Source: an optimization exercise on an open RTL-to-GDS flow (aim: small area, a short achievable clock period and few clock cycles per item). Production flows keep margins and buffers that such runs may drop. Only simulation tests tie the RTL to the original design; equivalence was not proved.

$ cat config.mk
export PLATFORM = sky130hd
export DESIGN_NAME = mul
export DESIGN_NICKNAME = mul
export VERILOG_FILES = /design/flow/design.v
export SDC_FILE = /design/flow/constraint.sdc
export NUM_CORES = 4
export LEC_CHECK = 0
export CAP_MARGIN = 20
export CORE_MARGIN = 2
export CORE_UTILIZATION = 40
export SETUP_SLACK_MARGIN = 0.3
export SLEW_MARGIN = 20
$ cat constraint.sdc
create_clock -name core_clock -period 14.0 [get_ports {CLK}]
set_input_delay 2.8000 -clock core_clock [delete_from_list [all_inputs] [get_ports {CLK}]]
set_output_delay 2.8000 -clock core_clock [all_outputs]
set_load 0.01 [all_outputs]
$ cat design.v
`timescale 1 ns / 1 ps
module gen_dffr # (
	parameter DW = 32,
	parameter rstValue = {DW{1'b0}}
)
(
	input [DW-1:0] dnxt,
	output [DW-1:0] qout,
	input CLK,
	input RSTn
);
reg [DW-1:0] qout_r;
always @(posedge CLK or negedge RSTn) begin
	if ( ~RSTn )
		qout_r <= rstValue;
	else                  
		qout_r <= dnxt;
end
assign qout = qout_r;
endmodule
`timescale 1 ns / 1 ps
module gen_rsffr # (
	parameter DW = 1,
	parameter rstValue = {DW{1'b0}}
)
(
	input [DW-1:0] set_in,
	input [DW-1:0] rst_in,
	output [DW-1:0] qout,
	input CLK,
	input RSTn
);
reg [DW-1:0] qout_r;
generate
	for ( genvar i = 0; i < DW; i = i + 1 ) begin
		always @(posedge CLK or negedge RSTn) begin
			if ( ~RSTn ) begin
				qout_r[i] <= rstValue[i];
			end 
			else begin
				qout_r[i] <= qout_r[i];
				if ( set_in[i] ) begin
					qout_r[i] <= 1'b1;
				end
				if ( rst_in[i] ) begin
					qout_r[i] <= 1'b0;	
				end
			end
		end
	end
endgenerate
assign qout = qout_r;
endmodule
`timescale 1 ns / 1 ps
module mul #(
	parameter DW = 13+(5+$clog2(4))
)
(
	input mul_exeparam_valid,
	output mul_execute_ready,
	input [DW-1:0] mul_exeparam,
	output mul_writeback_valid,
	output [63:0] mul_res_qout,
	output [(5+$clog2(4))-1:0] mul_rd0_qout,
	input [63:0] src1,
	input [63:0] src2,
	input flush,
	input CLK,
	input RSTn		
);
	wire rv64m_mul, rv64m_mulh, rv64m_mullhsu, rv64m_mulhu, rv64m_div, rv64m_divu, rv64m_rem, rv64m_remu, rv64m_mulw, rv64m_divw, rv64m_divuw, rv64_remw, rv64m_remuw;
	wire [(5+$clog2(4))-1:0] mul_rd0_dnxt;
	assign {
			rv64m_mul,
			rv64m_mulh,
			rv64m_mullhsu,
			rv64m_mulhu,
			rv64m_div,
			rv64m_divu,
			rv64m_rem,
			rv64m_remu,
			rv64m_mulw,
			rv64m_divw,
			rv64m_divuw,
			rv64_remw,
			rv64m_remuw,
			mul_rd0_dnxt
			} = mul_exeparam;
	wire valid_dnxt;
	wire mul_fun = rv64m_mul | rv64m_mulh | rv64m_mullhsu | rv64m_mulhu | rv64m_mulw;
	wire mul_op1_sign = (rv64m_mul | rv64m_mulh | rv64m_mullhsu | rv64m_mulw) & ( rv64m_mulw ? src1[31] : src1[63]);
	wire mul_op2_sign = (rv64m_mul | rv64m_mulh | rv64m_mulw) & ( rv64m_mulw ? src2[31] : src2[63]);
	wire [64:0] mul_op1 = rv64m_mulw ? { {33{mul_op1_sign}}, src1[31:0] } : { mul_op1_sign, src1 };
	wire [64:0] mul_op2 = rv64m_mulw ? { {33{mul_op2_sign}}, src2[31:0] } : { mul_op2_sign, src2 };
	wire signed [127:0] muls = $signed(mul_op1) * $signed(mul_op2);
	wire div_fun = 
		rv64m_div
		| rv64m_divu
		| rv64m_rem
		| rv64m_remu
		| rv64m_divw
		| rv64m_divuw
		| rv64_remw
		| rv64m_remuw;
	wire is32w = rv64m_divw | rv64m_divuw | rv64_remw | rv64m_remuw;
	wire isUsi = rv64m_divu | rv64m_remu | rv64m_divuw | rv64m_remuw;
	wire [127:0] dividend_dnxt, dividend_qout;
	wire [63:0] divisor_dnxt, divisor_qout;
	wire [63:0] div_res_dnxt, div_res_qout;
	wire [6:0] div_cnt_dnxt, div_cnt_qout;
	wire [63:0] dividend_load = isUsi ? 
									(is32w ? {32'b0, src1[31:0]} : src1) : 
									( 
										is32w ?  
											{ 32'b0, (src1[31] ? $signed(-src1[31:0]) : src1[31:0])} : 
											(src1[63] ? $signed(-src1) : src1)
									);
	wire [63:0] divisor_load = isUsi ? 
									(is32w ? {32'b0, src2[31:0]} : src2) : 
									( 
										is32w ?  
										{ {32'b0}, (src2[31] ? $signed(-src2[31:0]) : src2[31:0])} : 
											(src2[63] ? $signed(-src2) : src2)
									);
	wire div_cmp;
	wire [127:0] dividend_shift;
	wire [127:0] divided;
	assign dividend_dnxt = 
		(mul_exeparam_valid & div_fun) ? 
			{64'd0, dividend_load} :
			((div_cnt_qout == 7'd64) ? dividend_qout : divided)
			;
	assign divisor_dnxt = (mul_exeparam_valid & div_fun) ? 
						divisor_load :
						divisor_qout;
	assign div_cnt_dnxt = (mul_exeparam_valid & div_fun) ? 
							7'd0 :
							(div_cnt_qout == 7'd65 ? div_cnt_qout : div_cnt_qout + 1);
	assign dividend_shift = dividend_qout << 1;
	assign div_cmp = dividend_shift[127:64] >= divisor_qout;
	assign divided = div_cmp ? 
						{(dividend_shift[127:64] - divisor_qout), dividend_shift[63:1], 1'b1} :
						dividend_shift;
	wire dividend_sign = isUsi ? 1'b0 : (is32w ? src1[31] : src1[63]);
	wire divisor_sign  = isUsi ? 1'b0 : (is32w ? src2[31] : src2[63]);
	wire div_by_zero = is32w ? (src2[31:0] == 32'd0) : (src2 == 64'd0);
	wire div_overflow = ~isUsi & 
							(
								(is32w & (src1[31] & ~(|src1[30:0])) & (&src2[31:0]))
								|
								(~is32w & (src1[63] & ~(|src1[62:0])) & (&src2[63:0]))								
							);
	wire [63:0] quot = 
		({64{div_by_zero}} & {64{1'b1}})
		|
		({64{div_overflow}} & (is32w ? { {33{1'b1}}, 31'b0 } : {1'b1, 63'b0}))
		|
		(
			{64{(~div_by_zero)&(~div_overflow)}} &
				((dividend_sign^divisor_sign) ? $signed(-dividend_qout[63:0]) : dividend_qout[63:0])
		);
	wire [63:0] rema = 
		({64{div_by_zero}} & (is32w ? { {32{src1[31]}}, src1} : src1 ) )
		|
		({64{div_overflow}} & 64'd0 )
		|
		(
			{64{(~div_by_zero)&(~div_overflow)}} &
				((dividend_sign) ? $signed(-dividend_qout[127:64]): dividend_qout[127:64])
		);
	gen_dffr # (.DW(128)) dividend ( .dnxt(dividend_dnxt), .qout(dividend_qout), .CLK(CLK), .RSTn(RSTn));
	gen_dffr # (.DW(64)) divisor ( .dnxt(divisor_dnxt), .qout(divisor_qout), .CLK(CLK), .RSTn(RSTn));
	gen_dffr # (.DW(7)) div_cnt ( .dnxt(div_cnt_dnxt), .qout(div_cnt_qout), .CLK(CLK), .RSTn(RSTn));
	wire [63:0] mul_res_dnxt = {64{valid_dnxt}} & 
		(
			( {64{rv64m_mul}} & muls[63:0] )
			| ({64{rv64m_mulh}} & muls[127:64] )
			| ({64{rv64m_mullhsu}} & muls[127:64] )
			| ({64{rv64m_mulhu}} & muls[127:64] )
			| ({64{rv64m_div}} & quot)
			| ({64{rv64m_divu}} & quot)
			| ({64{rv64m_rem}} & rema)
			| ({64{rv64m_remu}} & rema)
			| ({64{rv64m_mulw}} & {{32{muls[31]}},muls[31:0]} )
			| ({64{rv64m_divw}} & {{32{quot[31]}}, quot[31:0]} )
			| ({64{rv64m_divuw}} & {{32{quot[31]}}, quot[31:0]} )
			| ({64{rv64_remw}} & { {32{rema[31]}}, rema[31:0] } )
			| ({64{rv64m_remuw}} & { {32{rema[31]}}, rema[31:0]})
		);
	wire mul_valid;
	wire div_valid;
	assign mul_valid = mul_exeparam_valid & mul_fun;
	assign div_valid = div_fun & 
						(
							(mul_exeparam_valid & (div_by_zero | div_overflow))
							|
							(div_cnt_qout == 7'd64 & ~mul_execute_ready)
						);
	assign valid_dnxt = (~flush) & (mul_valid | div_valid);
	wire ready_set;
	wire ready_rst;
	assign ready_set = (mul_valid | div_valid) | flush;
	assign ready_rst = ~ready_set & mul_exeparam_valid & ~flush;
	gen_dffr # (.DW((5+$clog2(4)))) mul_rd0 ( .dnxt(mul_rd0_dnxt), .qout(mul_rd0_qout), .CLK(CLK), .RSTn(RSTn));
	gen_dffr # (.DW(64)) mul_res ( .dnxt(mul_res_dnxt), .qout(mul_res_qout), .CLK(CLK), .RSTn(RSTn));
	gen_dffr # (.DW(1)) valid ( .dnxt(valid_dnxt), .qout(mul_writeback_valid), .CLK(CLK), .RSTn(RSTn));
	gen_rsffr # (.DW(1), .rstValue(1'b1)) ready_rsffr ( .set_in(ready_set), .rst_in(ready_rst), .qout(mul_execute_ready), .CLK(CLK), .RSTn(RSTn));
endmodule
$ cat run.sh
#!/bin/bash
# synth_recipe.tcl (not shown) runs the flow's synth.tcl, then flattens the netlist and writes it again
# the make line also repeats each setting of config.mk as NAME=value (left out here)
make -C /OpenROAD-flow-scripts/flow DESIGN_CONFIG=/design/flow/config.mk WORK_HOME=/design/flow/orfs CLKGATE_MAP_FILE= SYNTH_SCRIPT=/design/flow/synth_recipe.tcl finish
==> run notes <==
[per-stage QoR]
| stage | worst slack (ns) | utilization | instances |
|---|---|---|---|
| global placement | -0.0732 | 0.431 | 23600 |
| global route | 0.305 | 0.435 | 23700 |
| CTS | 0.587 | 0.434 | 23700 |
| floorplan | 0.432 | - | 18400 |
| finish | 0.526 | 0.435 | 23700 |
| detailed placement | 0.0579 | 0.431 | 23600 |
[final cells by class]
cell class / count / area share
Multi-Input combinational cell: 12800 / 0.778
Inverter: 4217 / 0.0895
Clock inverter: 16 / 0.000941
Timing Repair Buffer: 937 / 0.0484
Antenna cell: 27 / 0.000382
Clock buffer: 45 / 0.00562
Sequential cell: 272 / 0.0385
Tap cell: 5428 / 0.0384
[kinds of logic after synthesis]
kind of cell	Yosys count
adder cells (fa/ha/maj)	4988
multiplexers	37
buffers and inverters	5385
flip-flops	272
XOR/XNOR	424
AO/OA/AOI/OAI	1624
AND/OR/NAND/NOR	5703
[repair_timing]
item,CTS,global route
buffers inserted,0,15
resized for setup,0,5
endpoints found under the setup margin,0,8
[state kept, by name, indices dropped and copies added, names as in the netlist]
signal	flops
mul_res.qout_r	64
div_cnt.qout_r	7
mul_rd0.qout_r	7
dividend.qout_r	128
ready_rsffr.qout_r	1
valid.qout_r	1
divisor.qout_r	64
[path summary, 6_finish.rpt]
check | endpoint | cells after the start
worst max-delay path | mul_res.qout_r[46]$_DFF_PN0_ | 31
worst min-delay path | divisor.qout_r[25]$_DFFE_PN0P_ | 2
worst max register to register | mul_res.qout_r[61]$_DFF_PN0_ | 13
worst min register to register | divisor.qout_r[25]$_DFFE_PN0P_ | 2
max in group asynchronous | dividend.qout_r[118]$_DFFE_PN0P_ | 3
min in group asynchronous | dividend.qout_r[8]$_DFFE_PN0P_ | 1
[tightest hold or removal path, stage by stage, from the launching register on]
cell and delay [ns]:
dfrtp_1 0.34, nand2_1 0.04, o21ai_0 0.06
[per-layer routing]
layer / share of wire / global-route usage / vias to the layer above
met2: 0.45 / 0.481 / 6168
met4: 0.062 / 0.155 / 30
met1: 0.39 / 0.412 / 69200
li1: - / - / 53500
met5: 0.00036 / 0 / -
met3: 0.098 / 0.0674 / 1282
[layout by cell type (no fill, tap or decap), drive strengths merged, types with 36 or more instances in the layout]
cell type      count
nor3             114
o21bai            39
nor2            1116
ha               519
o21ai            352
inv             4217
xor2             153
a21oi            526
a31oi            106
nor4              69
clkdlybuf4s50    159
xnor2            271
nand2           2498
or3               36
and3              36
and2            1456
buf              778
nor2b             61
a21o             103
fa              4469
clkbuf            45
dfrtp            271
o31ai             45
o22ai            115
nand3             99
nand4            111
a211oi            38
==> impl_metrics.toml <==
[outcome]
status = "complete, no violations"

[final_layout]
seqCellArea_um2 = 6810
multi_input_area_um2 = 138000
fill_cells = 40300
fin_area_um2 = 177000
drive_above_1_share = 0.0566
fin_nets = 23400
area_delta_synth_final_pct = 8.07

[global_route]
grt_pass1_vias = 137000
grt-ovfl-total = 0
antenna_found_initial = 61
grt.total_usage = 0.310
grt_pass1_wl_um = 942000
grt_max_degree = 116

[critical_path]
path_delay_family = "adder cells"
crit_fanout = 47
reg2reg_slack_ns = 9.16
worstPathArrival_ns = 13.89
critPathMostFrequentCell = "fa_1"
cpMaxStageDelayCell = "or4_1"
critPathBufInv = 8
end_kind = "flip-flop"
required_ns = 14.42
max_stage_delay_ns = 0.68
critPathKind = "input pin to flip-flop"
critPathLaunch = "mul_exeparam[11]"
r2r-start = "dividend.qout_r[78]$_DFFE_PN0P_"
worst_setup_path_start_kind = "input pin"

[logic_synthesis]
yosysTopAreaCell = "fa_1"
synthAdderAreaFrac = 0.586
synth_area_um2 = 164000
yosys.area_share.simple = 0.162
synth_area_leaders = "fa_1 55%, inv_1 9.7%, nand2_1 5.7%"
synth_top_family_by_area = "adder cells"
ys_top_cells_by_count = "4469 x fa_1, 4210 x inv_1, 2497 x nand2_1, 1454 x and2_1, 1116 x nor2_1"
synth_top_flop_cell = "dfrtp_1"
seq_area_frac_synth = 0.0416
yosys-mux-area-fraction = 0.00229
ys_ff_latch = 272
postSynthAreaPerCell_um2 = 8.88
synth_nets = 23600
netlist.area_leader.share = 0.546
yosysUniqueCellTypes = 95
ys.warnings.count = 5
synthMostInstantiatedCell = "fa_1"
synth-compound-area-share = 0.0614
synth-xor-area-share = 0.0227
async_flop_share = 1.00
synthCells = 18400
synth_edf_count = 0

[routing]
drc = 0
routed_via_density = 5.49
via_count = 130000
first_iter_violations = 12600
routedWlPerCell_um = 26.7
drt-total-wl_um = 634000
drt-pass1-iter-count = 6
ant_nets = 0

[timing]
tightestPinTransition_ns = 1.21
setup_viol = 0
rsz0062_at_grt = "no"
finClkSkew_ns = 0.0263
finalSetupTns_ns = 0
hold_viol = 0
finalMaxSlewViolations = 0
fin_crit_ns = 13.47
hold_ws_ns = 0.481
slew_headroom = 0.196
max_freq_mhz = 74.2
fin_crit_sh = 0.962

[cts]
clkLatencyLatePin_ns = 0.60
h-tree-depth = 2
cts_tree = "built"
clock_path_buffers = 3
clock_sinks = 272
path_clk_slew_ns = 0.06
cts_inserted_buffers = 34
clockRootBuffer = "clkbuf_16"
ctsHoldBuffers = 0

[die]
initial_utilization = 0.402
num_io_pins = 225
die_area_um2 = 414000
rows = 234
die-height_um = 644
core_region_area_um2 = 407000
die_w_um = 644

[hold_path]
hold_class = "flip-flop to flip-flop"
hold_path.startpoint = "divisor.qout_r[25]$_DFFE_PN0P_"

[place]
portBuffers = 224
gp_congestion = 1.04
post_dp_cell_area_um2 = 175000
hpwlAfterDp_um = 531000

[run]
maxCapViolations = 0
Testbench counts, summed over its fixed seeds: cycles 85,175, items 2,560.

[afterwards: timing with drivers on the ports]
In the flow no input, the clock included, has a driving cell. The finished layout below was timed again as built, in two steps.
Step 1 sets driving cells, clkbuf_16 on the clock port and buf_2 on the other inputs (assumed; they add their load-dependent delay and slew).
Step 2 adds t to the input delays and takes it off the output delays; t is the mean of the earliest and latest rising clock arrival at the registers after step 1. Input paths then give back, and output paths get back, about the clock's delay inside the block.
a / b / c = ideal ports / drivers / drivers and shift; a / b = the first two.
shift t [ns]: 0.635
setup slack, ns: 0.526 / 0.525 / -0.110
worst hold slack (ns): 0.481 / 0.481 / 0.481
worst setup path after step 2: input to register
With both steps, setup timing fails in this run, where it was met with ideal ports. The setup slack of this run moves by -0.001 ns with the drivers and by -0.636 ns with both steps.
